Background: an optimization exercise with open tools, aiming at small area, a short achievable clock period and few clock cycles per item. Do not read the settings as production practice. Only simulation tests tie the RTL to the original design; equivalence was not proved.

==> flow/design.v (outline; a module is shown in full before it is edited, if it fits) <==
// module booth_multiplier: 600 lines
// module bm_fa: 4 lines
// module bm_ha: 4 lines
// module bm_cpa: 730 lines
// module bm_x: 3 lines
// module bm_xn: 3 lines
// module bm_gp: 4 lines
// module bm_aoi: 3 lines
// module bm_oai: 3 lines
// module bm_nand: 3 lines
// module bm_nor: 3 lines
// module bm_inv: 3 lines
module booth_multiplier #(
    parameter int N = 64
)(
    input  logic                    clk,
    input  logic                    rst,
    input  logic                    start,
    input  logic signed [N-1:0]     multiplicand,
    input  logic signed [N-1:0]     multiplier,
    output logic signed [(2*N)-1:0] product,
    output logic                    done
);
  // ...
==> flow/flow/run.sh <==
#!/bin/bash
# Own layout flow: the standard flow, with the port buffers made from
# sky130_fd_sc_hd__buf_1 cells instead of the default cell.
set -e
cp standard.sh standard_sh.txt
echo "export BUFFER_PORTS_ARGS = -buffer_cell sky130_fd_sc_hd__buf_1" >> config.mk
bash standard.sh > standard.log 2>&1
==> flow/standard.sh <==
#!/bin/bash
# synth_recipe.tcl (not shown) runs the flow's synth.tcl, then flattens the netlist and writes it again
# the make line also repeats each setting of config.mk as NAME=value (left out here)
make -C /OpenROAD-flow-scripts/flow DESIGN_CONFIG=/design/flow/config.mk WORK_HOME=/design/flow/orfs CLKGATE_MAP_FILE= SYNTH_SCRIPT=/design/flow/synth_recipe.tcl "${@:-finish}"
==> flow/config.mk <==
export PLATFORM = sky130hd
export DESIGN_NAME = booth_multiplier
export DESIGN_NICKNAME = booth_multiplier
export VERILOG_FILES = /design/flow/design.v
export SDC_FILE = /design/flow/constraint.sdc
export NUM_CORES = 4
export LEC_CHECK = 0
export CAP_MARGIN = 20
export CORE_MARGIN = 2
export CORE_UTILIZATION = 60
export SETUP_SLACK_MARGIN = 3.3
export SLEW_MARGIN = 20
export SYNTH_HIERARCHICAL = 1
export SYNTH_MINIMUM_KEEP_SIZE = 0
export BUFFER_PORTS_ARGS = -buffer_cell sky130_fd_sc_hd__buf_1
==> flow/constraint.sdc <==
create_clock -name core_clock -period 6.0 [get_ports {clk}]
set_input_delay 1.2000 -clock core_clock [delete_from_list [all_inputs] [get_ports {clk}]]
set_output_delay 1.2000 -clock core_clock [all_outputs]
set_load 0.01 [all_outputs]
==> results.rst, run 1 <==
.. list-table::
   :header-rows: 1

   * - Metric
     - Value
   * - Outcome
     - no timing/DRC/antenna violations
   * - Antenna violation net count after detailed routing
     - 0
   * - Placed cell area
     - 26000 um2
   * - Via count of the first global-routing pass
     - 19260
   * - X dimension of the die
     - 208.0 um
   * - Number of clock buffers inserted by TritonCTS
     - 38
   * - Area of the core region
     - 40920 um2
   * - Required time of the critical path
     - 6430 ps
   * - Final period utilization
     - 0.4746
   * - Unrepaired setup endpoints after global routing
     - true
   * - Number of instances in the synthesized netlist
     - 2380
   * - Final-layout setup total negative slack
     - 0 ps
   * - R2R Path End
     - C[40]$_DFF_P_
   * - Synthesized area
     - 24960 um2
   * - Global router's overall resource usage
     - 0.3469
   * - CP dominant cell by count
     - sky130_fd_sc_hd__fa_2
   * - Amount of wire on met2 after detailed routing
     - 36.18 mm
   * - Quantity of hold-fixing buffers added after cts
     - 0
   * - Global-route track usage on met3
     - 0.05147
   * - Aggregate global routing overflow
     - 0
   * - Setup-violating endpoint count in the final report
     - 0
   * - CP Capture Type
     - flop
   * - Worst Reg2Reg Path Length in Cells
     - 6
   * - Post-CTS Resized
     - 107
   * - Final weighted congestion in routability-driven placement
     - 0.9239
   * - IO buf count
     - 259
   * - Net total in the final layout
     - 2970
   * - Maximum number of pins on one net before global-route repair
     - 65
   * - Non-CTS inverters
     - 133
   * - Number of antenna violations at the first check in global routing
     - 3
   * - Row count
     - 74
   * - Max-cap check violation count
     - 0
   * - Initial Utilization
     - 0.6099
   * - Number of non-clock buffers in the layout
     - 320
Testbench counts, summed over its fixed seeds: cycles 2,880, items 288.
==> run 2, diff against run 1 <==
--- a/flow/config.mk
+++ b/flow/config.mk
@@ -8,7 +8,7 @@
 export CAP_MARGIN = 20
 export CORE_MARGIN = 2
 export CORE_UTILIZATION = 60
-export SETUP_SLACK_MARGIN = 3.3
+export SETUP_SLACK_MARGIN = 3.0
 export SLEW_MARGIN = 20
 export SYNTH_HIERARCHICAL = 1
 export SYNTH_MINIMUM_KEEP_SIZE = 0
==> results.rst, run 2 <==
.. list-table::
   :header-rows: 1

   * - Metric
     - Value
   * - Number of clock buffers inserted by TritonCTS
     - 38 (unchanged)
   * - Period minus WS final
     - 2869 ps
   * - CP Capture Type
     - flop
   * - Flip-flop and latch area
     - 7517 um2
   * - Root Buffer Master
     - sky130_fd_sc_hd__clkbuf_16
   * - Aggregate routed wire length
     - 73.64 mm
   * - Post-DR vias/cell
     - 6.005
   * - CP dominant cell by count
     - sky130_fd_sc_hd__nor2_1
   * - Clock network latency to the later pin of the worst-skew pair
     - 570 ps
   * - Placed wire-length estimate after detailed placement
     - 54.57 mm
   * - Detailed-router iteration count before antenna repair
     - 6
   * - X dimension of the die
     - 208.0 um (unchanged)
   * - Unrepaired setup endpoints after global routing
     - false
   * - Max-cap check violation count
     - 0 (unchanged)
   * - Final period utilization
     - 0.4781 (+0.003487)
   * - Design area
     - 27340 um2
   * - Hold crit path type
     - input port to asynchronous set/reset pin
   * - Via count of the first global-routing pass
     - 19090 (-0.87%)
   * - Share of final-layout standard cells stronger than drive strength 1
     - 0.09353
   * - IO buf count
     - 259 (unchanged)
   * - DRC violation count after routing
     - 0
   * - Clock sink total
     - 303
   * - Buffers from clock root to sink, at most
     - 3
   * - Peak per-stage delay on the critical path
     - 430 ps
   * - Clock transition at the register clock pins on the worst setup and hold paths after CTS
     - 60 ps
   * - Category of the critical setup timing path
     - flop to flop
   * - Wire length of the first global-routing pass
     - 114.2 mm
   * - Die Height
     - 208.0 um
   * - Syn Area/Cell
     - 10.49 um2
   * - Most frequent cells in the layout
     - sky130_fd_sc_hd__xnor2_1 (300), sky130_fd_sc_hd__buf_1 (259), sky130_fd_sc_hd__fa_1 (257)
   * - Maximum number of pins on one net before global-route repair
     - 65 (unchanged)
   * - Launching element type of the critical path
     - flop
   * - Final WS setup
     - 3131 ps
   * - Max Fclk
     - 0.3486 GHz
   * - Signed area change from the synthesized netlist to the final layout
     - 9.519%
   * - Average wire per standard cell
     - 23.77 um
   * - Tightest Pin Transition
     - 1019 ps
   * - Count of pins on the block boundary
     - 260
   * - Outcome
     - no timing/DRC/antenna violations
   * - Antenna cells
     - 0
   * - Area of the multi-input gates
     - 16210 um2
   * - Required time of the critical path
     - 6320 ps (-110 ps)
   * - Final weighted congestion in routability-driven placement
     - 0.9239 (unchanged)
   * - Row count
     - 74 (unchanged)
   * - CTS tree
     - yes
   * - Count of buffering cells on the critical path with inverters included
     - 0
   * - Critical path cell sequence
     - nor2_1 > nor2_1 > nand2_1 > nor2_1 > nand2_1 > nor2_1 > nand2_1 > o21ai_2 > a21oi_2 > xnor2_1 > mux2_1
   * - Placed cell area
     - 26000 um2 (unchanged)
   * - Yosys warning total
     - 7
   * - Die area
     - 43250 um2
   * - Aggregate global routing overflow
     - 0 (unchanged)
   * - Filler cell count
     - 3317
   * - Max FO, Critical Path
     - 4
   * - Via total after detailed routing
     - 18610
   * - DRT iter0 DRCs
     - 1795
   * - Net total in the final layout
     - 2941 (-0.98%)
   * - Relative slew margins
     - 0.3209
   * - Global router's overall resource usage
     - 0.3420 (-0.004974)
   * - Setup-violating endpoint count in the final report
     - 0 (unchanged)
   * - Cell with the largest stage delay on the worst path
     - sky130_fd_sc_hd__dfxtp_1
   * - Final-layout setup total negative slack
     - 0 ps (unchanged)
   * - Initial Utilization
     - 0.6099 (unchanged)
   * - Final hold vios
     - 0
   * - Worst clock skew
     - 21.74 ps
   * - Final slew viol count
     - 0
   * - Maximum level of the CTS H-tree
     - 2
   * - Number of antenna violations at the first check in global routing
     - 1 (-2)
   * - Most common library cell in the layout ignoring fill and taps
     - sky130_fd_sc_hd__xnor2_1
   * - Data arrival time of the critical path
     - 3190 ps
   * - Pre-CTS setup slack
     - 2586 ps
   * - R2R setup slack
     - 3130 ps
   * - Cell class contributing the biggest share of worst-path delay
     - simple AND/OR/NAND/NOR gates
   * - Area of the core region
     - 40920 um2 (unchanged)
   * - Antenna violation net count after detailed routing
     - 0 (unchanged)
   * - Synthesized area
     - 24960 um2 (unchanged)
   * - Number of instances in the synthesized netlist
     - 2380 (unchanged)
==> run 2: area by class of cell <==
type	count	area share
Clock buffer	56	0.03877
Clock inverter	14	0.005309
Inverter	133	0.01826
Multi-Input combinational cell	1769	0.5930
Sequential cell	303	0.2750
Tap cell	532	0.02435
Timing Repair Buffer	291	0.04536
==> run 2: final timing paths <==
check                      depth (start not counted)        startpoint               end
min                                                2               rst  busy$_DFFE_PP0P_
min in group core_clock                            2  done$_DFFE_PP0P_  done$_DFFE_PP0P_
min reg2reg                                        2  done$_DFFE_PP0P_  done$_DFFE_PP0P_
max in group asynchronous                          2               rst     fin$_DFF_PP0_
max                                               11     C[37]$_DFF_P_   M[61]$_DFFE_PP_
max reg2reg                                       11     C[37]$_DFF_P_   M[61]$_DFFE_PP_
==> run 2: metrics by stage <==
step             util  hold WS (ps)  std cells
2_1_floorplan       -         464.6       2383
3_3_place_gp   0.6353         475.6       3019
3_5_place_dp   0.6353         496.4       3019
4_1_cts        0.6664         474.6       3093
5_1_grt        0.6680         504.4       3098
6_report       0.6680         487.8       3098
==> run 2: per-layer routing <==
metal / up-vias / share of wire / track usage
met5: - / 0.00018 / 0
met1: 9278 / 0.43 / 0.4819
met2: 862 / 0.47 / 0.5492
met4: 2 / 0.030 / 0.1135
li1: 8319 / - / -
met3: 144 / 0.069 / 0.04634
==> run 2: repair_timing <==
| item | in CTS | in global routing |
|---|---|---|
| endpoints found under the setup margin | 99 | 26 |
| pin swaps | 0 | 1 |
| hold buffers | 0 | 0 |
| gates cloned | 0 | 0 |
| buffers inserted | 4 | 5 |
| gates resized for setup | 6 | 8 |
==> module booth_multiplier, before the edit <==
module booth_multiplier #(
    parameter int N = 64
)(
    input  logic                    clk,
    input  logic                    rst,
    input  logic                    start,
    input  logic signed [N-1:0]     multiplicand,
    input  logic signed [N-1:0]     multiplier,
    output logic signed [(2*N)-1:0] product,
    output logic                    done
);
    logic [63:0]   M;           
    logic [63:0]   Q;           
    logic [65:0]   S, C;        
    logic [7:0]    SL, CL;      
    logic [3:0]    one, two, ng;       
    logic [3:0]    oneb, twob, ngb;    
    logic          first;       
    logic [2:0]    cnt;
    logic          busy, fin;
    logic [8:0]    lsum;
    logic          cout_g;
    assign lsum   = {1'b0, SL} + {1'b0, CL};
    assign cout_g = first ? 1'b0 : lsum[8];
    function automatic logic [2:0] recode(input logic [2:0] b);
        recode[2] = b[1] ^ b[0];
        recode[1] = (b[2] & ~b[1] & ~b[0]) | (~b[2] & b[1] & b[0]);
        recode[0] = b[2];
    endfunction
    logic [8:0] nb;       
    logic [3:0] one_n, two_n, ng_n;
    always_comb begin
        if (busy) nb = Q[15:7];
        else      nb = {multiplier[7:0], 1'b0};
        for (int j = 0; j < 4; j++)
            {one_n[j], two_n[j], ng_n[j]} = recode(nb[2*j +: 3]);
    end
    logic [65:0] pp0;
    logic [65:0] pp1;
    logic [65:0] pp2;
    logic [65:0] pp3;
    always_comb begin
        pp0[0] = ng[0] ^ (one[0] & M[0]);
        for (int i = 1; i < 33; i++) pp0[i] = ng[0] ^ ((one[0] & M[i]) | (two[0] & M[i-1]));
        for (int i = 33; i < 64; i++) pp0[i] = ngb[0] ^ ((oneb[0] & M[i]) | (twob[0] & M[i-1]));
        pp0[64] = ngb[0] ^ ((oneb[0] | twob[0]) & M[63]);
        pp0[65] = ~pp0[64];
        pp1[0] = ng[1] ^ (one[1] & M[0]);
        for (int i = 1; i < 33; i++) pp1[i] = ng[1] ^ ((one[1] & M[i]) | (two[1] & M[i-1]));
        for (int i = 33; i < 64; i++) pp1[i] = ngb[1] ^ ((oneb[1] & M[i]) | (twob[1] & M[i-1]));
        pp1[64] = ngb[1] ^ ((oneb[1] | twob[1]) & M[63]);
        pp1[65] = ~pp1[64];
        pp2[0] = ng[2] ^ (one[2] & M[0]);
        for (int i = 1; i < 33; i++) pp2[i] = ng[2] ^ ((one[2] & M[i]) | (two[2] & M[i-1]));
        for (int i = 33; i < 64; i++) pp2[i] = ngb[2] ^ ((oneb[2] & M[i]) | (twob[2] & M[i-1]));
        pp2[64] = ngb[2] ^ ((oneb[2] | twob[2]) & M[63]);
        pp2[65] = ~pp2[64];
        pp3[0] = ng[3] ^ (one[3] & M[0]);
        for (int i = 1; i < 33; i++) pp3[i] = ng[3] ^ ((one[3] & M[i]) | (two[3] & M[i-1]));
        for (int i = 33; i < 64; i++) pp3[i] = ngb[3] ^ ((oneb[3] & M[i]) | (twob[3] & M[i-1]));
        pp3[64] = ngb[3] ^ ((oneb[3] | twob[3]) & M[63]);
        pp3[65] = ~pp3[64];
    end
    logic [65:0] Sg, Cg, C_INIT;
    always_comb begin
        C_INIT = '0;
        C_INIT[65] = 1'b1;
        for (int i = 0; i < 32; i++) C_INIT[2*i] = Q[2*i+1];
    end
    assign Sg = first ? '0 : S;
    assign Cg = first ? C_INIT : C;
    logic hs0, hc0, fs1, fc1, fs2, fc2, hs3, hc3;
    logic fs4, fc4, fs5, fc5, fs6, fc6, fs7, fc7;
    logic fs8, fc8, fs9, fc9, fs10, fc10, fs11, fc11;
    logic fs12, fc12, fs13, fc13, fs14, fc14, fs15, fc15;
    logic fs16, fc16, fs17, fc17, fs18, fc18, fs19, fc19;
    logic fs20, fc20, fs21, fc21, fs22, fc22, fs23, fc23;
    logic fs24, fc24, fs25, fc25, fs26, fc26, fs27, fc27;
    logic fs28, fc28, fs29, fc29, fs30, fc30, fs31, fc31;
    logic fs32, fc32, fs33, fc33, fs34, fc34, fs35, fc35;
    logic fs36, fc36, fs37, fc37, fs38, fc38, fs39, fc39;
    logic fs40, fc40, fs41, fc41, fs42, fc42, fs43, fc43;
    logic fs44, fc44, fs45, fc45, fs46, fc46, fs47, fc47;
    logic fs48, fc48, fs49, fc49, fs50, fc50, fs51, fc51;
    logic fs52, fc52, fs53, fc53, fs54, fc54, fs55, fc55;
    logic fs56, fc56, fs57, fc57, fs58, fc58, fs59, fc59;
    logic fs60, fc60, fs61, fc61, fs62, fc62, fs63, fc63;
    logic fs64, fc64, fs65, fc65, fs66, fc66, fs67, fc67;
    logic fs68, fc68, fs69, fc69, fs70, fc70, fs71, fc71;
    logic fs72, fc72, fs73, fc73, fs74, fc74, fs75, fc75;
    logic fs76, fc76, fs77, fc77, fs78, fc78, fs79, fc79;
    logic fs80, fc80, fs81, fc81, fs82, fc82, fs83, fc83;
    logic fs84, fc84, fs85, fc85, fs86, fc86, fs87, fc87;
    logic fs88, fc88, fs89, fc89, fs90, fc90, fs91, fc91;
    logic fs92, fc92, fs93, fc93, fs94, fc94, fs95, fc95;
    logic fs96, fc96, fs97, fc97, fs98, fc98, fs99, fc99;
    logic fs100, fc100, fs101, fc101, fs102, fc102, fs103, fc103;
    logic fs104, fc104, fs105, fc105, fs106, fc106, fs107, fc107;
    logic fs108, fc108, fs109, fc109, fs110, fc110, fs111, fc111;
    logic fs112, fc112, fs113, fc113, fs114, fc114, fs115, fc115;
    logic fs116, fc116, fs117, fc117, fs118, fc118, fs119, fc119;
    logic fs120, fc120, fs121, fc121, fs122, fc122, hs123, hc123;
    logic hs124, hc124, fs125, fc125, fs126, fc126, fs127, fc127;
    logic fs128, fc128, fs129, fc129, fs130, fc130, fs131, fc131;
    logic fs132, fc132, fs133, fc133, fs134, fc134, fs135, fc135;
    logic fs136, fc136, fs137, fc137, fs138, fc138, fs139, fc139;
    logic fs140, fc140, fs141, fc141, fs142, fc142, fs143, fc143;
    logic fs144, fc144, fs145, fc145, fs146, fc146, fs147, fc147;
    logic fs148, fc148, fs149, fc149, fs150, fc150, fs151, fc151;
    logic fs152, fc152, fs153, fc153, fs154, fc154, fs155, fc155;
    logic fs156, fc156, fs157, fc157, fs158, fc158, fs159, fc159;
    logic fs160, fc160, fs161, fc161, fs162, fc162, fs163, fc163;
    logic fs164, fc164, fs165, fc165, fs166, fc166, fs167, fc167;
    logic fs168, fc168, fs169, fc169, fs170, fc170, fs171, fc171;
    logic fs172, fc172, fs173, fc173, fs174, fc174, fs175, fc175;
    logic fs176, fc176, fs177, fc177, fs178, fc178, fs179, fc179;
    logic fs180, fc180, fs181, fc181, fs182, fc182, fs183, fc183;
    logic fs184, fc184, fs185, fc185, fs186, fc186, fs187, fc187;
    logic fs188, fc188, fs189, fc189, fs190, fc190, hs191, hc191;
    logic hs192, hc192, fs193, fc193, fs194, fc194, fs195, fc195;
    logic fs196, fc196, fs197, fc197, fs198, fc198, fs199, fc199;
    logic fs200, fc200, fs201, fc201, fs202, fc202, fs203, fc203;
    logic fs204, fc204, fs205, fc205, fs206, fc206, fs207, fc207;
    logic fs208, fc208, fs209, fc209, fs210, fc210, fs211, fc211;
    logic fs212, fc212, fs213, fc213, fs214, fc214, fs215, fc215;
    logic fs216, fc216, fs217, fc217, fs218, fc218, fs219, fc219;
    logic fs220, fc220, fs221, fc221, fs222, fc222, fs223, fc223;
    logic fs224, fc224, fs225, fc225, fs226, fc226, fs227, fc227;
    logic fs228, fc228, fs229, fc229, fs230, fc230, fs231, fc231;
    logic fs232, fc232, fs233, fc233, fs234, fc234, fs235, fc235;
    logic fs236, fc236, fs237, fc237, fs238, fc238, fs239, fc239;
    logic fs240, fc240, fs241, fc241, fs242, fc242, fs243, fc243;
    logic fs244, fc244, fs245, fc245, fs246, fc246, fs247, fc247;
    logic fs248, fc248, fs249, fc249, fs250, fc250, fs251, fc251;
    logic fs252, fc252, fs253, fc253, fs254, fc254, fs255, fc255;
    logic fs256, fc256, fs257, fc257, fs258, fc258, fs259, fc259;
    logic fs260, fc260, fs261, fc261, hs262, hc262;
    bm_ha u_hs0 (.a(Sg[4]), .b(Cg[4]), .s(hs0), .co(hc0));
    bm_fa u_fs1 (.a(Sg[5]), .b(Cg[5]), .c(pp0[5]), .s(fs1), .co(fc1));
    bm_fa u_fs2 (.a(Sg[6]), .b(Cg[6]), .c(pp0[6]), .s(fs2), .co(fc2));
    bm_ha u_hs3 (.a(pp1[4]), .b(pp2[2]), .s(hs3), .co(hc3));
    bm_fa u_fs4 (.a(Sg[7]), .b(Cg[7]), .c(pp0[7]), .s(fs4), .co(fc4));
    bm_fa u_fs5 (.a(pp1[5]), .b(pp2[3]), .c(pp3[1]), .s(fs5), .co(fc5));
    bm_fa u_fs6 (.a(Sg[8]), .b(Cg[8]), .c(pp0[8]), .s(fs6), .co(fc6));
    bm_fa u_fs7 (.a(pp1[6]), .b(pp2[4]), .c(pp3[2]), .s(fs7), .co(fc7));
    bm_fa u_fs8 (.a(Sg[9]), .b(Cg[9]), .c(pp0[9]), .s(fs8), .co(fc8));
    bm_fa u_fs9 (.a(pp1[7]), .b(pp2[5]), .c(pp3[3]), .s(fs9), .co(fc9));
    bm_fa u_fs10 (.a(Sg[10]), .b(Cg[10]), .c(pp0[10]), .s(fs10), .co(fc10));
    bm_fa u_fs11 (.a(pp1[8]), .b(pp2[6]), .c(pp3[4]), .s(fs11), .co(fc11));
    bm_fa u_fs12 (.a(Sg[11]), .b(Cg[11]), .c(pp0[11]), .s(fs12), .co(fc12));
    bm_fa u_fs13 (.a(pp1[9]), .b(pp2[7]), .c(pp3[5]), .s(fs13), .co(fc13));
    bm_fa u_fs14 (.a(Sg[12]), .b(Cg[12]), .c(pp0[12]), .s(fs14), .co(fc14));
    bm_fa u_fs15 (.a(pp1[10]), .b(pp2[8]), .c(pp3[6]), .s(fs15), .co(fc15));
    bm_fa u_fs16 (.a(Sg[13]), .b(Cg[13]), .c(pp0[13]), .s(fs16), .co(fc16));
    bm_fa u_fs17 (.a(pp1[11]), .b(pp2[9]), .c(pp3[7]), .s(fs17), .co(fc17));
    bm_fa u_fs18 (.a(Sg[14]), .b(Cg[14]), .c(pp0[14]), .s(fs18), .co(fc18));
    bm_fa u_fs19 (.a(pp1[12]), .b(pp2[10]), .c(pp3[8]), .s(fs19), .co(fc19));
    bm_fa u_fs20 (.a(Sg[15]), .b(Cg[15]), .c(pp0[15]), .s(fs20), .co(fc20));
    bm_fa u_fs21 (.a(pp1[13]), .b(pp2[11]), .c(pp3[9]), .s(fs21), .co(fc21));
    bm_fa u_fs22 (.a(Sg[16]), .b(Cg[16]), .c(pp0[16]), .s(fs22), .co(fc22));
    bm_fa u_fs23 (.a(pp1[14]), .b(pp2[12]), .c(pp3[10]), .s(fs23), .co(fc23));
    bm_fa u_fs24 (.a(Sg[17]), .b(Cg[17]), .c(pp0[17]), .s(fs24), .co(fc24));
    bm_fa u_fs25 (.a(pp1[15]), .b(pp2[13]), .c(pp3[11]), .s(fs25), .co(fc25));
    bm_fa u_fs26 (.a(Sg[18]), .b(Cg[18]), .c(pp0[18]), .s(fs26), .co(fc26));
    bm_fa u_fs27 (.a(pp1[16]), .b(pp2[14]), .c(pp3[12]), .s(fs27), .co(fc27));
    bm_fa u_fs28 (.a(Sg[19]), .b(Cg[19]), .c(pp0[19]), .s(fs28), .co(fc28));
    bm_fa u_fs29 (.a(pp1[17]), .b(pp2[15]), .c(pp3[13]), .s(fs29), .co(fc29));
    bm_fa u_fs30 (.a(Sg[20]), .b(Cg[20]), .c(pp0[20]), .s(fs30), .co(fc30));
    bm_fa u_fs31 (.a(pp1[18]), .b(pp2[16]), .c(pp3[14]), .s(fs31), .co(fc31));
    bm_fa u_fs32 (.a(Sg[21]), .b(Cg[21]), .c(pp0[21]), .s(fs32), .co(fc32));
    bm_fa u_fs33 (.a(pp1[19]), .b(pp2[17]), .c(pp3[15]), .s(fs33), .co(fc33));
    bm_fa u_fs34 (.a(Sg[22]), .b(Cg[22]), .c(pp0[22]), .s(fs34), .co(fc34));
    bm_fa u_fs35 (.a(pp1[20]), .b(pp2[18]), .c(pp3[16]), .s(fs35), .co(fc35));
    bm_fa u_fs36 (.a(Sg[23]), .b(Cg[23]), .c(pp0[23]), .s(fs36), .co(fc36));
    bm_fa u_fs37 (.a(pp1[21]), .b(pp2[19]), .c(pp3[17]), .s(fs37), .co(fc37));
    bm_fa u_fs38 (.a(Sg[24]), .b(Cg[24]), .c(pp0[24]), .s(fs38), .co(fc38));
    bm_fa u_fs39 (.a(pp1[22]), .b(pp2[20]), .c(pp3[18]), .s(fs39), .co(fc39));
    bm_fa u_fs40 (.a(Sg[25]), .b(Cg[25]), .c(pp0[25]), .s(fs40), .co(fc40));
    bm_fa u_fs41 (.a(pp1[23]), .b(pp2[21]), .c(pp3[19]), .s(fs41), .co(fc41));
    bm_fa u_fs42 (.a(Sg[26]), .b(Cg[26]), .c(pp0[26]), .s(fs42), .co(fc42));
    bm_fa u_fs43 (.a(pp1[24]), .b(pp2[22]), .c(pp3[20]), .s(fs43), .co(fc43));
    bm_fa u_fs44 (.a(Sg[27]), .b(Cg[27]), .c(pp0[27]), .s(fs44), .co(fc44));
    bm_fa u_fs45 (.a(pp1[25]), .b(pp2[23]), .c(pp3[21]), .s(fs45), .co(fc45));
    bm_fa u_fs46 (.a(Sg[28]), .b(Cg[28]), .c(pp0[28]), .s(fs46), .co(fc46));
    bm_fa u_fs47 (.a(pp1[26]), .b(pp2[24]), .c(pp3[22]), .s(fs47), .co(fc47));
    bm_fa u_fs48 (.a(Sg[29]), .b(Cg[29]), .c(pp0[29]), .s(fs48), .co(fc48));
    bm_fa u_fs49 (.a(pp1[27]), .b(pp2[25]), .c(pp3[23]), .s(fs49), .co(fc49));
    bm_fa u_fs50 (.a(Sg[30]), .b(Cg[30]), .c(pp0[30]), .s(fs50), .co(fc50));
    bm_fa u_fs51 (.a(pp1[28]), .b(pp2[26]), .c(pp3[24]), .s(fs51), .co(fc51));
    bm_fa u_fs52 (.a(Sg[31]), .b(Cg[31]), .c(pp0[31]), .s(fs52), .co(fc52));
    bm_fa u_fs53 (.a(pp1[29]), .b(pp2[27]), .c(pp3[25]), .s(fs53), .co(fc53));
    bm_fa u_fs54 (.a(Sg[32]), .b(Cg[32]), .c(pp0[32]), .s(fs54), .co(fc54));
    bm_fa u_fs55 (.a(pp1[30]), .b(pp2[28]), .c(pp3[26]), .s(fs55), .co(fc55));
    bm_fa u_fs56 (.a(Sg[33]), .b(Cg[33]), .c(pp0[33]), .s(fs56), .co(fc56));
    bm_fa u_fs57 (.a(pp1[31]), .b(pp2[29]), .c(pp3[27]), .s(fs57), .co(fc57));
    bm_fa u_fs58 (.a(Sg[34]), .b(Cg[34]), .c(pp0[34]), .s(fs58), .co(fc58));
    bm_fa u_fs59 (.a(pp1[32]), .b(pp2[30]), .c(pp3[28]), .s(fs59), .co(fc59));
    bm_fa u_fs60 (.a(Sg[35]), .b(Cg[35]), .c(pp0[35]), .s(fs60), .co(fc60));
    bm_fa u_fs61 (.a(pp1[33]), .b(pp2[31]), .c(pp3[29]), .s(fs61), .co(fc61));
    bm_fa u_fs62 (.a(Sg[36]), .b(Cg[36]), .c(pp0[36]), .s(fs62), .co(fc62));
    bm_fa u_fs63 (.a(pp1[34]), .b(pp2[32]), .c(pp3[30]), .s(fs63), .co(fc63));
    bm_fa u_fs64 (.a(Sg[37]), .b(Cg[37]), .c(pp0[37]), .s(fs64), .co(fc64));
    bm_fa u_fs65 (.a(pp1[35]), .b(pp2[33]), .c(pp3[31]), .s(fs65), .co(fc65));
    bm_fa u_fs66 (.a(Sg[38]), .b(Cg[38]), .c(pp0[38]), .s(fs66), .co(fc66));
    bm_fa u_fs67 (.a(pp1[36]), .b(pp2[34]), .c(pp3[32]), .s(fs67), .co(fc67));
    bm_fa u_fs68 (.a(Sg[39]), .b(Cg[39]), .c(pp0[39]), .s(fs68), .co(fc68));
    bm_fa u_fs69 (.a(pp1[37]), .b(pp2[35]), .c(pp3[33]), .s(fs69), .co(fc69));
    bm_fa u_fs70 (.a(Sg[40]), .b(Cg[40]), .c(pp0[40]), .s(fs70), .co(fc70));
    bm_fa u_fs71 (.a(pp1[38]), .b(pp2[36]), .c(pp3[34]), .s(fs71), .co(fc71));
    bm_fa u_fs72 (.a(Sg[41]), .b(Cg[41]), .c(pp0[41]), .s(fs72), .co(fc72));
    bm_fa u_fs73 (.a(pp1[39]), .b(pp2[37]), .c(pp3[35]), .s(fs73), .co(fc73));
    bm_fa u_fs74 (.a(Sg[42]), .b(Cg[42]), .c(pp0[42]), .s(fs74), .co(fc74));
    bm_fa u_fs75 (.a(pp1[40]), .b(pp2[38]), .c(pp3[36]), .s(fs75), .co(fc75));
    bm_fa u_fs76 (.a(Sg[43]), .b(Cg[43]), .c(pp0[43]), .s(fs76), .co(fc76));
    bm_fa u_fs77 (.a(pp1[41]), .b(pp2[39]), .c(pp3[37]), .s(fs77), .co(fc77));
    bm_fa u_fs78 (.a(Sg[44]), .b(Cg[44]), .c(pp0[44]), .s(fs78), .co(fc78));
    bm_fa u_fs79 (.a(pp1[42]), .b(pp2[40]), .c(pp3[38]), .s(fs79), .co(fc79));
    bm_fa u_fs80 (.a(Sg[45]), .b(Cg[45]), .c(pp0[45]), .s(fs80), .co(fc80));
    bm_fa u_fs81 (.a(pp1[43]), .b(pp2[41]), .c(pp3[39]), .s(fs81), .co(fc81));
    bm_fa u_fs82 (.a(Sg[46]), .b(Cg[46]), .c(pp0[46]), .s(fs82), .co(fc82));
    bm_fa u_fs83 (.a(pp1[44]), .b(pp2[42]), .c(pp3[40]), .s(fs83), .co(fc83));
    bm_fa u_fs84 (.a(Sg[47]), .b(Cg[47]), .c(pp0[47]), .s(fs84), .co(fc84));
    bm_fa u_fs85 (.a(pp1[45]), .b(pp2[43]), .c(pp3[41]), .s(fs85), .co(fc85));
    bm_fa u_fs86 (.a(Sg[48]), .b(Cg[48]), .c(pp0[48]), .s(fs86), .co(fc86));
    bm_fa u_fs87 (.a(pp1[46]), .b(pp2[44]), .c(pp3[42]), .s(fs87), .co(fc87));
    bm_fa u_fs88 (.a(Sg[49]), .b(Cg[49]), .c(pp0[49]), .s(fs88), .co(fc88));
    bm_fa u_fs89 (.a(pp1[47]), .b(pp2[45]), .c(pp3[43]), .s(fs89), .co(fc89));
    bm_fa u_fs90 (.a(Sg[50]), .b(Cg[50]), .c(pp0[50]), .s(fs90), .co(fc90));
    bm_fa u_fs91 (.a(pp1[48]), .b(pp2[46]), .c(pp3[44]), .s(fs91), .co(fc91));
    bm_fa u_fs92 (.a(Sg[51]), .b(Cg[51]), .c(pp0[51]), .s(fs92), .co(fc92));
    bm_fa u_fs93 (.a(pp1[49]), .b(pp2[47]), .c(pp3[45]), .s(fs93), .co(fc93));
    bm_fa u_fs94 (.a(Sg[52]), .b(Cg[52]), .c(pp0[52]), .s(fs94), .co(fc94));
    bm_fa u_fs95 (.a(pp1[50]), .b(pp2[48]), .c(pp3[46]), .s(fs95), .co(fc95));
    bm_fa u_fs96 (.a(Sg[53]), .b(Cg[53]), .c(pp0[53]), .s(fs96), .co(fc96));
    bm_fa u_fs97 (.a(pp1[51]), .b(pp2[49]), .c(pp3[47]), .s(fs97), .co(fc97));
    bm_fa u_fs98 (.a(Sg[54]), .b(Cg[54]), .c(pp0[54]), .s(fs98), .co(fc98));
    bm_fa u_fs99 (.a(pp1[52]), .b(pp2[50]), .c(pp3[48]), .s(fs99), .co(fc99));
    bm_fa u_fs100 (.a(Sg[55]), .b(Cg[55]), .c(pp0[55]), .s(fs100), .co(fc100));
    bm_fa u_fs101 (.a(pp1[53]), .b(pp2[51]), .c(pp3[49]), .s(fs101), .co(fc101));
    bm_fa u_fs102 (.a(Sg[56]), .b(Cg[56]), .c(pp0[56]), .s(fs102), .co(fc102));
    bm_fa u_fs103 (.a(pp1[54]), .b(pp2[52]), .c(pp3[50]), .s(fs103), .co(fc103));
    bm_fa u_fs104 (.a(Sg[57]), .b(Cg[57]), .c(pp0[57]), .s(fs104), .co(fc104));
    bm_fa u_fs105 (.a(pp1[55]), .b(pp2[53]), .c(pp3[51]), .s(fs105), .co(fc105));
    bm_fa u_fs106 (.a(Sg[58]), .b(Cg[58]), .c(pp0[58]), .s(fs106), .co(fc106));
    bm_fa u_fs107 (.a(pp1[56]), .b(pp2[54]), .c(pp3[52]), .s(fs107), .co(fc107));
    bm_fa u_fs108 (.a(Sg[59]), .b(Cg[59]), .c(pp0[59]), .s(fs108), .co(fc108));
    bm_fa u_fs109 (.a(pp1[57]), .b(pp2[55]), .c(pp3[53]), .s(fs109), .co(fc109));
    bm_fa u_fs110 (.a(Sg[60]), .b(Cg[60]), .c(pp0[60]), .s(fs110), .co(fc110));
    bm_fa u_fs111 (.a(pp1[58]), .b(pp2[56]), .c(pp3[54]), .s(fs111), .co(fc111));
    bm_fa u_fs112 (.a(Sg[61]), .b(Cg[61]), .c(pp0[61]), .s(fs112), .co(fc112));
    bm_fa u_fs113 (.a(pp1[59]), .b(pp2[57]), .c(pp3[55]), .s(fs113), .co(fc113));
    bm_fa u_fs114 (.a(Sg[62]), .b(Cg[62]), .c(pp0[62]), .s(fs114), .co(fc114));
    bm_fa u_fs115 (.a(pp1[60]), .b(pp2[58]), .c(pp3[56]), .s(fs115), .co(fc115));
    bm_fa u_fs116 (.a(Sg[63]), .b(Cg[63]), .c(pp0[63]), .s(fs116), .co(fc116));
    bm_fa u_fs117 (.a(pp1[61]), .b(pp2[59]), .c(pp3[57]), .s(fs117), .co(fc117));
    bm_fa u_fs118 (.a(Sg[64]), .b(Cg[64]), .c(pp0[64]), .s(fs118), .co(fc118));
    bm_fa u_fs119 (.a(pp1[62]), .b(pp2[60]), .c(pp3[58]), .s(fs119), .co(fc119));
    bm_fa u_fs120 (.a(Sg[65]), .b(Cg[65]), .c(pp0[65]), .s(fs120), .co(fc120));
    bm_fa u_fs121 (.a(pp1[63]), .b(pp2[61]), .c(pp3[59]), .s(fs121), .co(fc121));
    bm_fa u_fs122 (.a(pp1[64]), .b(pp2[62]), .c(pp3[60]), .s(fs122), .co(fc122));
    bm_ha u_hs123 (.a(Sg[0]), .b(Cg[0]), .s(hs123), .co(hc123));
    bm_ha u_hs124 (.a(Sg[1]), .b(Cg[1]), .s(hs124), .co(hc124));
    bm_fa u_fs125 (.a(Sg[2]), .b(Cg[2]), .c(pp0[2]), .s(fs125), .co(fc125));
    bm_fa u_fs126 (.a(Sg[3]), .b(Cg[3]), .c(pp0[3]), .s(fs126), .co(fc126));
    bm_fa u_fs127 (.a(hs0), .b(pp0[4]), .c(pp1[2]), .s(fs127), .co(fc127));
    bm_fa u_fs128 (.a(hc0), .b(fs1), .c(pp1[3]), .s(fs128), .co(fc128));
    bm_fa u_fs129 (.a(fc1), .b(fs2), .c(hs3), .s(fs129), .co(fc129));
    bm_fa u_fs130 (.a(fc2), .b(hc3), .c(fs4), .s(fs130), .co(fc130));
    bm_fa u_fs131 (.a(fc4), .b(fc5), .c(fs6), .s(fs131), .co(fc131));
    bm_fa u_fs132 (.a(fc6), .b(fc7), .c(fs8), .s(fs132), .co(fc132));
    bm_fa u_fs133 (.a(fc8), .b(fc9), .c(fs10), .s(fs133), .co(fc133));
    bm_fa u_fs134 (.a(fc10), .b(fc11), .c(fs12), .s(fs134), .co(fc134));
    bm_fa u_fs135 (.a(fc12), .b(fc13), .c(fs14), .s(fs135), .co(fc135));
    bm_fa u_fs136 (.a(fc14), .b(fc15), .c(fs16), .s(fs136), .co(fc136));
    bm_fa u_fs137 (.a(fc16), .b(fc17), .c(fs18), .s(fs137), .co(fc137));
    bm_fa u_fs138 (.a(fc18), .b(fc19), .c(fs20), .s(fs138), .co(fc138));
    bm_fa u_fs139 (.a(fc20), .b(fc21), .c(fs22), .s(fs139), .co(fc139));
    bm_fa u_fs140 (.a(fc22), .b(fc23), .c(fs24), .s(fs140), .co(fc140));
    bm_fa u_fs141 (.a(fc24), .b(fc25), .c(fs26), .s(fs141), .co(fc141));
    bm_fa u_fs142 (.a(fc26), .b(fc27), .c(fs28), .s(fs142), .co(fc142));
    bm_fa u_fs143 (.a(fc28), .b(fc29), .c(fs30), .s(fs143), .co(fc143));
    bm_fa u_fs144 (.a(fc30), .b(fc31), .c(fs32), .s(fs144), .co(fc144));
    bm_fa u_fs145 (.a(fc32), .b(fc33), .c(fs34), .s(fs145), .co(fc145));
    bm_fa u_fs146 (.a(fc34), .b(fc35), .c(fs36), .s(fs146), .co(fc146));
    bm_fa u_fs147 (.a(fc36), .b(fc37), .c(fs38), .s(fs147), .co(fc147));
    bm_fa u_fs148 (.a(fc38), .b(fc39), .c(fs40), .s(fs148), .co(fc148));
    bm_fa u_fs149 (.a(fc40), .b(fc41), .c(fs42), .s(fs149), .co(fc149));
    bm_fa u_fs150 (.a(fc42), .b(fc43), .c(fs44), .s(fs150), .co(fc150));
    bm_fa u_fs151 (.a(fc44), .b(fc45), .c(fs46), .s(fs151), .co(fc151));
    bm_fa u_fs152 (.a(fc46), .b(fc47), .c(fs48), .s(fs152), .co(fc152));
    bm_fa u_fs153 (.a(fc48), .b(fc49), .c(fs50), .s(fs153), .co(fc153));
    bm_fa u_fs154 (.a(fc50), .b(fc51), .c(fs52), .s(fs154), .co(fc154));
    bm_fa u_fs155 (.a(fc52), .b(fc53), .c(fs54), .s(fs155), .co(fc155));
    bm_fa u_fs156 (.a(fc54), .b(fc55), .c(fs56), .s(fs156), .co(fc156));
    bm_fa u_fs157 (.a(fc56), .b(fc57), .c(fs58), .s(fs157), .co(fc157));
    bm_fa u_fs158 (.a(fc58), .b(fc59), .c(fs60), .s(fs158), .co(fc158));
    bm_fa u_fs159 (.a(fc60), .b(fc61), .c(fs62), .s(fs159), .co(fc159));
    bm_fa u_fs160 (.a(fc62), .b(fc63), .c(fs64), .s(fs160), .co(fc160));
    bm_fa u_fs161 (.a(fc64), .b(fc65), .c(fs66), .s(fs161), .co(fc161));
    bm_fa u_fs162 (.a(fc66), .b(fc67), .c(fs68), .s(fs162), .co(fc162));
    bm_fa u_fs163 (.a(fc68), .b(fc69), .c(fs70), .s(fs163), .co(fc163));
    bm_fa u_fs164 (.a(fc70), .b(fc71), .c(fs72), .s(fs164), .co(fc164));
    bm_fa u_fs165 (.a(fc72), .b(fc73), .c(fs74), .s(fs165), .co(fc165));
    bm_fa u_fs166 (.a(fc74), .b(fc75), .c(fs76), .s(fs166), .co(fc166));
    bm_fa u_fs167 (.a(fc76), .b(fc77), .c(fs78), .s(fs167), .co(fc167));
    bm_fa u_fs168 (.a(fc78), .b(fc79), .c(fs80), .s(fs168), .co(fc168));
    bm_fa u_fs169 (.a(fc80), .b(fc81), .c(fs82), .s(fs169), .co(fc169));
    bm_fa u_fs170 (.a(fc82), .b(fc83), .c(fs84), .s(fs170), .co(fc170));
    bm_fa u_fs171 (.a(fc84), .b(fc85), .c(fs86), .s(fs171), .co(fc171));
    bm_fa u_fs172 (.a(fc86), .b(fc87), .c(fs88), .s(fs172), .co(fc172));
    bm_fa u_fs173 (.a(fc88), .b(fc89), .c(fs90), .s(fs173), .co(fc173));
    bm_fa u_fs174 (.a(fc90), .b(fc91), .c(fs92), .s(fs174), .co(fc174));
    bm_fa u_fs175 (.a(fc92), .b(fc93), .c(fs94), .s(fs175), .co(fc175));
    bm_fa u_fs176 (.a(fc94), .b(fc95), .c(fs96), .s(fs176), .co(fc176));
    bm_fa u_fs177 (.a(fc96), .b(fc97), .c(fs98), .s(fs177), .co(fc177));
    bm_fa u_fs178 (.a(fc98), .b(fc99), .c(fs100), .s(fs178), .co(fc178));
    bm_fa u_fs179 (.a(fc100), .b(fc101), .c(fs102), .s(fs179), .co(fc179));
    bm_fa u_fs180 (.a(fc102), .b(fc103), .c(fs104), .s(fs180), .co(fc180));
    bm_fa u_fs181 (.a(fc104), .b(fc105), .c(fs106), .s(fs181), .co(fc181));
    bm_fa u_fs182 (.a(fc106), .b(fc107), .c(fs108), .s(fs182), .co(fc182));
    bm_fa u_fs183 (.a(fc108), .b(fc109), .c(fs110), .s(fs183), .co(fc183));
    bm_fa u_fs184 (.a(fc110), .b(fc111), .c(fs112), .s(fs184), .co(fc184));
    bm_fa u_fs185 (.a(fc112), .b(fc113), .c(fs114), .s(fs185), .co(fc185));
    bm_fa u_fs186 (.a(fc114), .b(fc115), .c(fs116), .s(fs186), .co(fc186));
    bm_fa u_fs187 (.a(fc116), .b(fc117), .c(fs118), .s(fs187), .co(fc187));
    bm_fa u_fs188 (.a(fc118), .b(fc119), .c(fs120), .s(fs188), .co(fc188));
    bm_fa u_fs189 (.a(fc120), .b(fc121), .c(fs122), .s(fs189), .co(fc189));
    bm_fa u_fs190 (.a(fc122), .b(pp1[65]), .c(pp2[63]), .s(fs190), .co(fc190));
    bm_ha u_hs191 (.a(pp2[64]), .b(pp3[62]), .s(hs191), .co(hc191));
    bm_ha u_hs192 (.a(hs123), .b(pp0[0]), .s(hs192), .co(hc192));
    bm_fa u_fs193 (.a(hc123), .b(hs124), .c(pp0[1]), .s(fs193), .co(fc193));
    bm_fa u_fs194 (.a(hc124), .b(fs125), .c(pp1[0]), .s(fs194), .co(fc194));
    bm_fa u_fs195 (.a(fc125), .b(fs126), .c(pp1[1]), .s(fs195), .co(fc195));
    bm_fa u_fs196 (.a(fc126), .b(fs127), .c(pp2[0]), .s(fs196), .co(fc196));
    bm_fa u_fs197 (.a(fc127), .b(fs128), .c(pp2[1]), .s(fs197), .co(fc197));
    bm_fa u_fs198 (.a(fc128), .b(fs129), .c(pp3[0]), .s(fs198), .co(fc198));
    bm_fa u_fs199 (.a(fc129), .b(fs130), .c(fs5), .s(fs199), .co(fc199));
    bm_fa u_fs200 (.a(fc130), .b(fs131), .c(fs7), .s(fs200), .co(fc200));
    bm_fa u_fs201 (.a(fc131), .b(fs132), .c(fs9), .s(fs201), .co(fc201));
    bm_fa u_fs202 (.a(fc132), .b(fs133), .c(fs11), .s(fs202), .co(fc202));
    bm_fa u_fs203 (.a(fc133), .b(fs134), .c(fs13), .s(fs203), .co(fc203));
    bm_fa u_fs204 (.a(fc134), .b(fs135), .c(fs15), .s(fs204), .co(fc204));
    bm_fa u_fs205 (.a(fc135), .b(fs136), .c(fs17), .s(fs205), .co(fc205));
    bm_fa u_fs206 (.a(fc136), .b(fs137), .c(fs19), .s(fs206), .co(fc206));
    bm_fa u_fs207 (.a(fc137), .b(fs138), .c(fs21), .s(fs207), .co(fc207));
    bm_fa u_fs208 (.a(fc138), .b(fs139), .c(fs23), .s(fs208), .co(fc208));
    bm_fa u_fs209 (.a(fc139), .b(fs140), .c(fs25), .s(fs209), .co(fc209));
    bm_fa u_fs210 (.a(fc140), .b(fs141), .c(fs27), .s(fs210), .co(fc210));
    bm_fa u_fs211 (.a(fc141), .b(fs142), .c(fs29), .s(fs211), .co(fc211));
    bm_fa u_fs212 (.a(fc142), .b(fs143), .c(fs31), .s(fs212), .co(fc212));
    bm_fa u_fs213 (.a(fc143), .b(fs144), .c(fs33), .s(fs213), .co(fc213));
    bm_fa u_fs214 (.a(fc144), .b(fs145), .c(fs35), .s(fs214), .co(fc214));
    bm_fa u_fs215 (.a(fc145), .b(fs146), .c(fs37), .s(fs215), .co(fc215));
    bm_fa u_fs216 (.a(fc146), .b(fs147), .c(fs39), .s(fs216), .co(fc216));
    bm_fa u_fs217 (.a(fc147), .b(fs148), .c(fs41), .s(fs217), .co(fc217));
    bm_fa u_fs218 (.a(fc148), .b(fs149), .c(fs43), .s(fs218), .co(fc218));
    bm_fa u_fs219 (.a(fc149), .b(fs150), .c(fs45), .s(fs219), .co(fc219));
    bm_fa u_fs220 (.a(fc150), .b(fs151), .c(fs47), .s(fs220), .co(fc220));
    bm_fa u_fs221 (.a(fc151), .b(fs152), .c(fs49), .s(fs221), .co(fc221));
    bm_fa u_fs222 (.a(fc152), .b(fs153), .c(fs51), .s(fs222), .co(fc222));
    bm_fa u_fs223 (.a(fc153), .b(fs154), .c(fs53), .s(fs223), .co(fc223));
    bm_fa u_fs224 (.a(fc154), .b(fs155), .c(fs55), .s(fs224), .co(fc224));
    bm_fa u_fs225 (.a(fc155), .b(fs156), .c(fs57), .s(fs225), .co(fc225));
    bm_fa u_fs226 (.a(fc156), .b(fs157), .c(fs59), .s(fs226), .co(fc226));
    bm_fa u_fs227 (.a(fc157), .b(fs158), .c(fs61), .s(fs227), .co(fc227));
    bm_fa u_fs228 (.a(fc158), .b(fs159), .c(fs63), .s(fs228), .co(fc228));
    bm_fa u_fs229 (.a(fc159), .b(fs160), .c(fs65), .s(fs229), .co(fc229));
    bm_fa u_fs230 (.a(fc160), .b(fs161), .c(fs67), .s(fs230), .co(fc230));
    bm_fa u_fs231 (.a(fc161), .b(fs162), .c(fs69), .s(fs231), .co(fc231));
    bm_fa u_fs232 (.a(fc162), .b(fs163), .c(fs71), .s(fs232), .co(fc232));
    bm_fa u_fs233 (.a(fc163), .b(fs164), .c(fs73), .s(fs233), .co(fc233));
    bm_fa u_fs234 (.a(fc164), .b(fs165), .c(fs75), .s(fs234), .co(fc234));
    bm_fa u_fs235 (.a(fc165), .b(fs166), .c(fs77), .s(fs235), .co(fc235));
    bm_fa u_fs236 (.a(fc166), .b(fs167), .c(fs79), .s(fs236), .co(fc236));
    bm_fa u_fs237 (.a(fc167), .b(fs168), .c(fs81), .s(fs237), .co(fc237));
    bm_fa u_fs238 (.a(fc168), .b(fs169), .c(fs83), .s(fs238), .co(fc238));
    bm_fa u_fs239 (.a(fc169), .b(fs170), .c(fs85), .s(fs239), .co(fc239));
    bm_fa u_fs240 (.a(fc170), .b(fs171), .c(fs87), .s(fs240), .co(fc240));
    bm_fa u_fs241 (.a(fc171), .b(fs172), .c(fs89), .s(fs241), .co(fc241));
    bm_fa u_fs242 (.a(fc172), .b(fs173), .c(fs91), .s(fs242), .co(fc242));
    bm_fa u_fs243 (.a(fc173), .b(fs174), .c(fs93), .s(fs243), .co(fc243));
    bm_fa u_fs244 (.a(fc174), .b(fs175), .c(fs95), .s(fs244), .co(fc244));
    bm_fa u_fs245 (.a(fc175), .b(fs176), .c(fs97), .s(fs245), .co(fc245));
    bm_fa u_fs246 (.a(fc176), .b(fs177), .c(fs99), .s(fs246), .co(fc246));
    bm_fa u_fs247 (.a(fc177), .b(fs178), .c(fs101), .s(fs247), .co(fc247));
    bm_fa u_fs248 (.a(fc178), .b(fs179), .c(fs103), .s(fs248), .co(fc248));
    bm_fa u_fs249 (.a(fc179), .b(fs180), .c(fs105), .s(fs249), .co(fc249));
    bm_fa u_fs250 (.a(fc180), .b(fs181), .c(fs107), .s(fs250), .co(fc250));
    bm_fa u_fs251 (.a(fc181), .b(fs182), .c(fs109), .s(fs251), .co(fc251));
    bm_fa u_fs252 (.a(fc182), .b(fs183), .c(fs111), .s(fs252), .co(fc252));
    bm_fa u_fs253 (.a(fc183), .b(fs184), .c(fs113), .s(fs253), .co(fc253));
    bm_fa u_fs254 (.a(fc184), .b(fs185), .c(fs115), .s(fs254), .co(fc254));
    bm_fa u_fs255 (.a(fc185), .b(fs186), .c(fs117), .s(fs255), .co(fc255));
    bm_fa u_fs256 (.a(fc186), .b(fs187), .c(fs119), .s(fs256), .co(fc256));
    bm_fa u_fs257 (.a(fc187), .b(fs188), .c(fs121), .s(fs257), .co(fc257));
    bm_fa u_fs258 (.a(fc188), .b(fs189), .c(1'b1), .s(fs258), .co(fc258));
    bm_fa u_fs259 (.a(fc189), .b(fs190), .c(pp3[61]), .s(fs259), .co(fc259));
    bm_fa u_fs260 (.a(fc190), .b(hs191), .c(1'b1), .s(fs260), .co(fc260));
    bm_fa u_fs261 (.a(hc191), .b(pp2[65]), .c(pp3[63]), .s(fs261), .co(fc261));
    bm_ha u_hs262 (.a(pp3[64]), .b(1'b1), .s(hs262), .co(hc262));
    logic [65:0] S_t, C_t;
    logic [7:0] SL_t, CL_t;
    assign SL_t[0] = hs192;
    assign CL_t[0] = cout_g;
    assign SL_t[1] = hc192;
    assign CL_t[1] = fs193;
    assign SL_t[2] = fc193;
    assign CL_t[2] = fs194;
    assign SL_t[3] = fc194;
    assign CL_t[3] = fs195;
    assign SL_t[4] = fc195;
    assign CL_t[4] = fs196;
    assign SL_t[5] = fc196;
    assign CL_t[5] = fs197;
    assign SL_t[6] = fc197;
    assign CL_t[6] = fs198;
    assign SL_t[7] = fc198;
    assign CL_t[7] = fs199;
    assign S_t[0] = fc199;
    assign C_t[0] = fs200;
    assign S_t[1] = fc200;
    assign C_t[1] = fs201;
    assign S_t[2] = fc201;
    assign C_t[2] = fs202;
    assign S_t[3] = fc202;
    assign C_t[3] = fs203;
    assign S_t[4] = fc203;
    assign C_t[4] = fs204;
    assign S_t[5] = fc204;
    assign C_t[5] = fs205;
    assign S_t[6] = fc205;
    assign C_t[6] = fs206;
    assign S_t[7] = fc206;
    assign C_t[7] = fs207;
    assign S_t[8] = fc207;
    assign C_t[8] = fs208;
    assign S_t[9] = fc208;
    assign C_t[9] = fs209;
    assign S_t[10] = fc209;
    assign C_t[10] = fs210;
    assign S_t[11] = fc210;
    assign C_t[11] = fs211;
    assign S_t[12] = fc211;
    assign C_t[12] = fs212;
    assign S_t[13] = fc212;
    assign C_t[13] = fs213;
    assign S_t[14] = fc213;
    assign C_t[14] = fs214;
    assign S_t[15] = fc214;
    assign C_t[15] = fs215;
    assign S_t[16] = fc215;
    assign C_t[16] = fs216;
    assign S_t[17] = fc216;
    assign C_t[17] = fs217;
    assign S_t[18] = fc217;
    assign C_t[18] = fs218;
    assign S_t[19] = fc218;
    assign C_t[19] = fs219;
    assign S_t[20] = fc219;
    assign C_t[20] = fs220;
    assign S_t[21] = fc220;
    assign C_t[21] = fs221;
    assign S_t[22] = fc221;
    assign C_t[22] = fs222;
    assign S_t[23] = fc222;
    assign C_t[23] = fs223;
    assign S_t[24] = fc223;
    assign C_t[24] = fs224;
    assign S_t[25] = fc224;
    assign C_t[25] = fs225;
    assign S_t[26] = fc225;
    assign C_t[26] = fs226;
    assign S_t[27] = fc226;
    assign C_t[27] = fs227;
    assign S_t[28] = fc227;
    assign C_t[28] = fs228;
    assign S_t[29] = fc228;
    assign C_t[29] = fs229;
    assign S_t[30] = fc229;
    assign C_t[30] = fs230;
    assign S_t[31] = fc230;
    assign C_t[31] = fs231;
    assign S_t[32] = fc231;
    assign C_t[32] = fs232;
    assign S_t[33] = fc232;
    assign C_t[33] = fs233;
    assign S_t[34] = fc233;
    assign C_t[34] = fs234;
    assign S_t[35] = fc234;
    assign C_t[35] = fs235;
    assign S_t[36] = fc235;
    assign C_t[36] = fs236;
    assign S_t[37] = fc236;
    assign C_t[37] = fs237;
    assign S_t[38] = fc237;
    assign C_t[38] = fs238;
    assign S_t[39] = fc238;
    assign C_t[39] = fs239;
    assign S_t[40] = fc239;
    assign C_t[40] = fs240;
    assign S_t[41] = fc240;
    assign C_t[41] = fs241;
    assign S_t[42] = fc241;
    assign C_t[42] = fs242;
    assign S_t[43] = fc242;
    assign C_t[43] = fs243;
    assign S_t[44] = fc243;
    assign C_t[44] = fs244;
    assign S_t[45] = fc244;
    assign C_t[45] = fs245;
    assign S_t[46] = fc245;
    assign C_t[46] = fs246;
    assign S_t[47] = fc246;
    assign C_t[47] = fs247;
    assign S_t[48] = fc247;
    assign C_t[48] = fs248;
    assign S_t[49] = fc248;
    assign C_t[49] = fs249;
    assign S_t[50] = fc249;
    assign C_t[50] = fs250;
    assign S_t[51] = fc250;
    assign C_t[51] = fs251;
    assign S_t[52] = fc251;
    assign C_t[52] = fs252;
    assign S_t[53] = fc252;
    assign C_t[53] = fs253;
    assign S_t[54] = fc253;
    assign C_t[54] = fs254;
    assign S_t[55] = fc254;
    assign C_t[55] = fs255;
    assign S_t[56] = fc255;
    assign C_t[56] = fs256;
    assign S_t[57] = fc256;
    assign C_t[57] = fs257;
    assign S_t[58] = fc257;
    assign C_t[58] = fs258;
    assign S_t[59] = fc258;
    assign C_t[59] = fs259;
    assign S_t[60] = fc259;
    assign C_t[60] = fs260;
    assign S_t[61] = fc260;
    assign C_t[61] = fs261;
    assign S_t[62] = fc261;
    assign C_t[62] = hs262;
    assign S_t[63] = hc262;
    assign C_t[63] = pp3[65];
    assign S_t[64] = 1'b1;
    assign C_t[64] = 1'b0;
    assign S_t[65] = 1'b0;
    assign C_t[65] = 1'b0;
    logic [71:0] cpa;
    bm_cpa u_cpa (.a({S[63:0], SL}), .b({C[63:0], CL}), .s(cpa));
    always_ff @(posedge clk) begin
        if (start || fin)
            M <= fin ? cpa[71:8] : multiplicand;
        if (start || busy || fin)
            Q <= (busy || fin) ? {lsum[7:0], Q[63:8]} : multiplier;
        if (start)
            cnt <= '0;
        else if (busy)
            cnt <= cnt + 1'b1;
        S  <= S_t;
        C  <= C_t;
        SL <= SL_t;
        CL <= CL_t;
        if (start || busy) begin
            one <= one_n;
            two <= two_n;
            ng  <= ng_n;
        end
        oneb <= one_n;
        twob <= two_n;
        ngb  <= ng_n;
    end
    always_ff @(posedge clk or posedge rst) begin
        if (rst) begin
            busy  <= 1'b0;
            fin   <= 1'b0;
            done  <= 1'b0;
            first <= 1'b0;
        end else begin
            first <= start;
            if (start) begin
                busy <= 1'b1;
                fin  <= 1'b0;
                done <= 1'b0;
            end else begin
                if (busy && cnt == 7) begin
                    busy <= 1'b0;
                    fin  <= 1'b1;
                end
                if (fin) begin
                    fin  <= 1'b0;
                    done <= 1'b1;
                end
            end
        end
    end
    assign product = {M, Q};
endmodule
==> run 3, diff against run 2 <==
--- a/flow/design.v
+++ b/flow/design.v
@@ -16,6 +16,7 @@
     logic [3:0]    one, two, ng;       
     logic [3:0]    oneb, twob, ngb;    
     logic          first;       
+    logic          firstc;      
     logic [2:0]    cnt;
     logic          busy, fin;
     logic [8:0]    lsum;
@@ -68,7 +69,7 @@
         for (int i = 0; i < 32; i++) C_INIT[2*i] = Q[2*i+1];
     end
     assign Sg = first ? '0 : S;
-    assign Cg = first ? C_INIT : C;
+    assign Cg = firstc ? C_INIT : C;
     logic hs0, hc0, fs1, fc1, fs2, fc2, hs3, hc3;
     logic fs4, fc4, fs5, fc5, fs6, fc6, fs7, fc7;
     logic fs8, fc8, fs9, fc9, fs10, fc10, fs11, fc11;
@@ -559,6 +560,7 @@
             cnt <= '0;
         else if (busy)
             cnt <= cnt + 1'b1;
+        firstc <= start;
         S  <= S_t;
         C  <= C_t;
         SL <= SL_t;
--- a/flow/config.mk
+++ b/flow/config.mk
@@ -8,7 +8,7 @@
 export CAP_MARGIN = 20
 export CORE_MARGIN = 2
 export CORE_UTILIZATION = 60
-export SETUP_SLACK_MARGIN = 3.0
+export SETUP_SLACK_MARGIN = 3.15
 export SLEW_MARGIN = 20
 export SYNTH_HIERARCHICAL = 1
 export SYNTH_MINIMUM_KEEP_SIZE = 0
==> results.rst, run 3 <==
.. list-table::
   :header-rows: 1

   * - Metric
     - Value
   * - Relative slew margins
     - 0.2726 (-0.04828)
   * - CP Capture Type
     - flop
   * - Aggregate routed wire length
     - 74.53 mm (+1.2%)
   * - Final weighted congestion in routability-driven placement
     - 0.9219 (-0.22%)
   * - Final WS setup
     - 3216 ps (+84.69 ps)
   * - Final period utilization
     - 0.4640 (-0.01411)
   * - Worst clock skew
     - 11.68 ps (-10.06 ps)
   * - Clock network latency to the later pin of the worst-skew pair
     - 560 ps (about the same)
   * - Count of pins on the block boundary
     - 260 (unchanged)
   * - Average wire per standard cell
     - 24.10 um (+1.4%)
   * - Hold crit path type
     - input port to asynchronous set/reset pin
   * - DRC violation count after routing
     - 0 (unchanged)
   * - Placed wire-length estimate after detailed placement
     - 54.76 mm (+0.35%)
   * - IO buf count
     - 259 (unchanged)
   * - Initial Utilization
     - 0.6104 (about the same)
   * - Root Buffer Master
     - sky130_fd_sc_hd__clkbuf_16
   * - Category of the critical setup timing path
     - flop to flop
   * - Final-layout setup total negative slack
     - 0 ps (unchanged)
   * - Yosys warning total
     - 7 (unchanged)
   * - Share of final-layout standard cells stronger than drive strength 1
     - 0.09528 (+0.001744)
   * - Maximum number of pins on one net before global-route repair
     - 67 (+3.1%)
   * - Area of the core region
     - 40920 um2 (unchanged)
   * - Maximum level of the CTS H-tree
     - 2 (unchanged)
   * - Via total after detailed routing
     - 18710 (+0.57%)
   * - Clock sink total
     - 304 (+0.33%)
   * - Most frequent cells in the layout
     - sky130_fd_sc_hd__xnor2_1 (300), sky130_fd_sc_hd__buf_1 (259), sky130_fd_sc_hd__fa_1 (257)
   * - Net total in the final layout
     - 2938 (-0.10%)
   * - DRT iter0 DRCs
     - 1616 (-10%)
   * - Unrepaired setup endpoints after global routing
     - true
   * - CTS tree
     - yes
   * - Area of the multi-input gates
     - 16270 um2 (+0.35%)
   * - Required time of the critical path
     - 6440 ps (+120 ps)
   * - Flip-flop and latch area
     - 7538 um2 (+0.28%)
   * - Quantity of hold-fixing buffers added after cts
     - 0 (unchanged)
   * - Post-DR vias/cell
     - 6.049 (+0.73%)
   * - Setup-violating endpoint count in the final report
     - 0 (unchanged)
   * - Signed area change from the synthesized netlist to the final layout
     - 9.832%
   * - Via count of the first global-routing pass
     - 18950 (-0.72%)
   * - Final cell count without fillers
     - 3093 (-0.16%)
   * - Number of clock buffers inserted by TritonCTS
     - 36 (-5.3%)
   * - Outcome
     - no timing/DRC/antenna violations
   * - Global router's overall resource usage
     - 0.3457 (+0.003742)
   * - Aggregate global routing overflow
     - 0 (unchanged)
   * - Number of antenna violations at the first check in global routing
     - 1 (unchanged)
   * - Final slew viol count
     - 0 (unchanged)
   * - Die area
     - 43280 um2 (about the same)
   * - Count of placed standard cells including taps
     - 3020 (+0.033%)
   * - Pre-CTS setup slack
     - 2522 ps (-64.38 ps)
   * - Max FO, Critical Path
     - 33 (+29)
   * - Period minus WS final
     - 2784 ps (-84.69 ps)
   * - Synthesized area
     - 24980 um2 (about the same)
   * - Antenna cells
     - 0 (unchanged)
   * - Hold_ws
     - 498.7 ps (+10.85 ps)
   * - Most common library cell in the layout ignoring fill and taps
     - sky130_fd_sc_hd__xnor2_1
   * - Filler cell count
     - 3317 (unchanged)
   * - Detailed-router iteration count before antenna repair
     - 6 (unchanged)
   * - Row count
     - 74 (unchanged)
   * - X dimension of the die
     - 208.0 um (about the same)
   * - Data arrival time of the critical path
     - 3220 ps (+30 ps)
   * - Die Height
     - 208.0 um (about the same)
   * - Max-cap check violation count
     - 0 (unchanged)
   * - Tightest Pin Transition
     - 1090 ps (+71.24 ps)
   * - Wire length of the first global-routing pass
     - 114.8 mm (+0.54%)
   * - Syn Area/Cell
     - 10.49 um2 (about the same)
   * - Antenna violation net count after detailed routing
     - 0 (unchanged)
   * - Max Fclk
     - 0.3592 GHz (+3.0%)
   * - Final hold vios
     - 0 (unchanged)
   * - Number of instances in the synthesized netlist
     - 2381 (+0.042%)
   * - Clock transition at the register clock pins on the worst setup and hold paths after CTS
     - 60 ps (about the same)
   * - Buffers from clock root to sink, at most
     - 3 (unchanged)
   * - Launching element type of the critical path
     - flop
## run 3: final timing paths
kind	slack [ps]	end	startpoint	cells past startpoint
worst max-delay path	3220	C[13]$_DFF_P_	ng[2]$_DFFE_PP_	5
worst min-delay path	500	done$_DFFE_PP0P_	rst	2
min in group core_clock	520	cnt[2]$_SDFFE_PP0P_	cnt[2]$_SDFFE_PP0P_	2
worst max register to register	3220	C[13]$_DFF_P_	ng[2]$_DFFE_PP_	5
max in group asynchronous	5310	fin$_DFF_PP0_	rst	2
worst min register to register	520	cnt[2]$_SDFFE_PP0P_	cnt[2]$_SDFFE_PP0P_	2
## run 3: worst max-delay path, cell delays in order (launching register included)
cell and delay, ps:
sky130_fd_sc_hd__edfxtp_1 320, sky130_fd_sc_hd__buf_4 580, sky130_fd_sc_hd__xnor2_1 220, sky130_fd_sc_hd__fa_1 480
sky130_fd_sc_hd__fa_1 590, sky130_fd_sc_hd__fa_1 440
## run 3: cell type report
class                   count  share of cell area
well taps                 532             0.02426
flip-flops and latches    304              0.2748
clock inverters            20            0.008026
repair buffers            288             0.04569
inverters                 133             0.01820
multi-input cells        1770              0.5928
clock buffers              46             0.03621
## run 3: layer usage
metal	global-route usage	vias to the layer above	share of wire
met4	0.1215	2	0.032
met3	0.06355	136	0.074
met2	0.5595	831	0.48
met5	0	-	0.00017
met1	0.4691	9422	0.42
li1	-	8320	-
## run 3: per-stage QoR
step | cell area [um2] | utilization
floorplan | 24990 | -
global placement | 26020 | 0.6357
detailed placement | 26020 | 0.6358
CTS | 27350 | 0.6683
global route | 27440 | 0.6704
finish | 27440 | 0.6704
## run 3: repair_timing
item                                    in CTS  in global routing
cloned                                       1                  0
endpoints found under the setup margin     158                 25
pin swaps                                    1                  1
resized for setup                           16                 20
setup buffers                                3                  3
Testbench counts of run 3, summed over its fixed seeds: cycles 2,880, items 288.

port drivers added, routing unchanged:
The results above use ideal ports. As a check the final layouts listed here were re-extracted and re-timed, cells and wires unchanged. Step 1: set_driving_cell puts a clkbuf_16 on clk and a buf_2 on each other input, an assumption about the parent block. Step 2, shift: input delay + t, output delay - t, t = (earliest + latest rising clock arrival at the registers) / 2. This alone moves slack from input paths to output paths. Three values: ideal, step 1, step 2; two values: the first two.
run	t (ns)	setup WS [ns]	worst register clock-pin slew, ns
run 1	0.619	3.152 / 3.152 / 2.792	0.06 / 0.06
run 2	0.619	3.131 / 3.131 / 2.637	0.06 / 0.06
run 3	0.616	3.216 / 3.216 / 2.671	0.06 / 0.06
After both steps setup and hold are still met in every run listed. For run 3, which loses most, drivers alone change the setup slack by 0.000 ns; drivers and shift together by -0.545 ns.
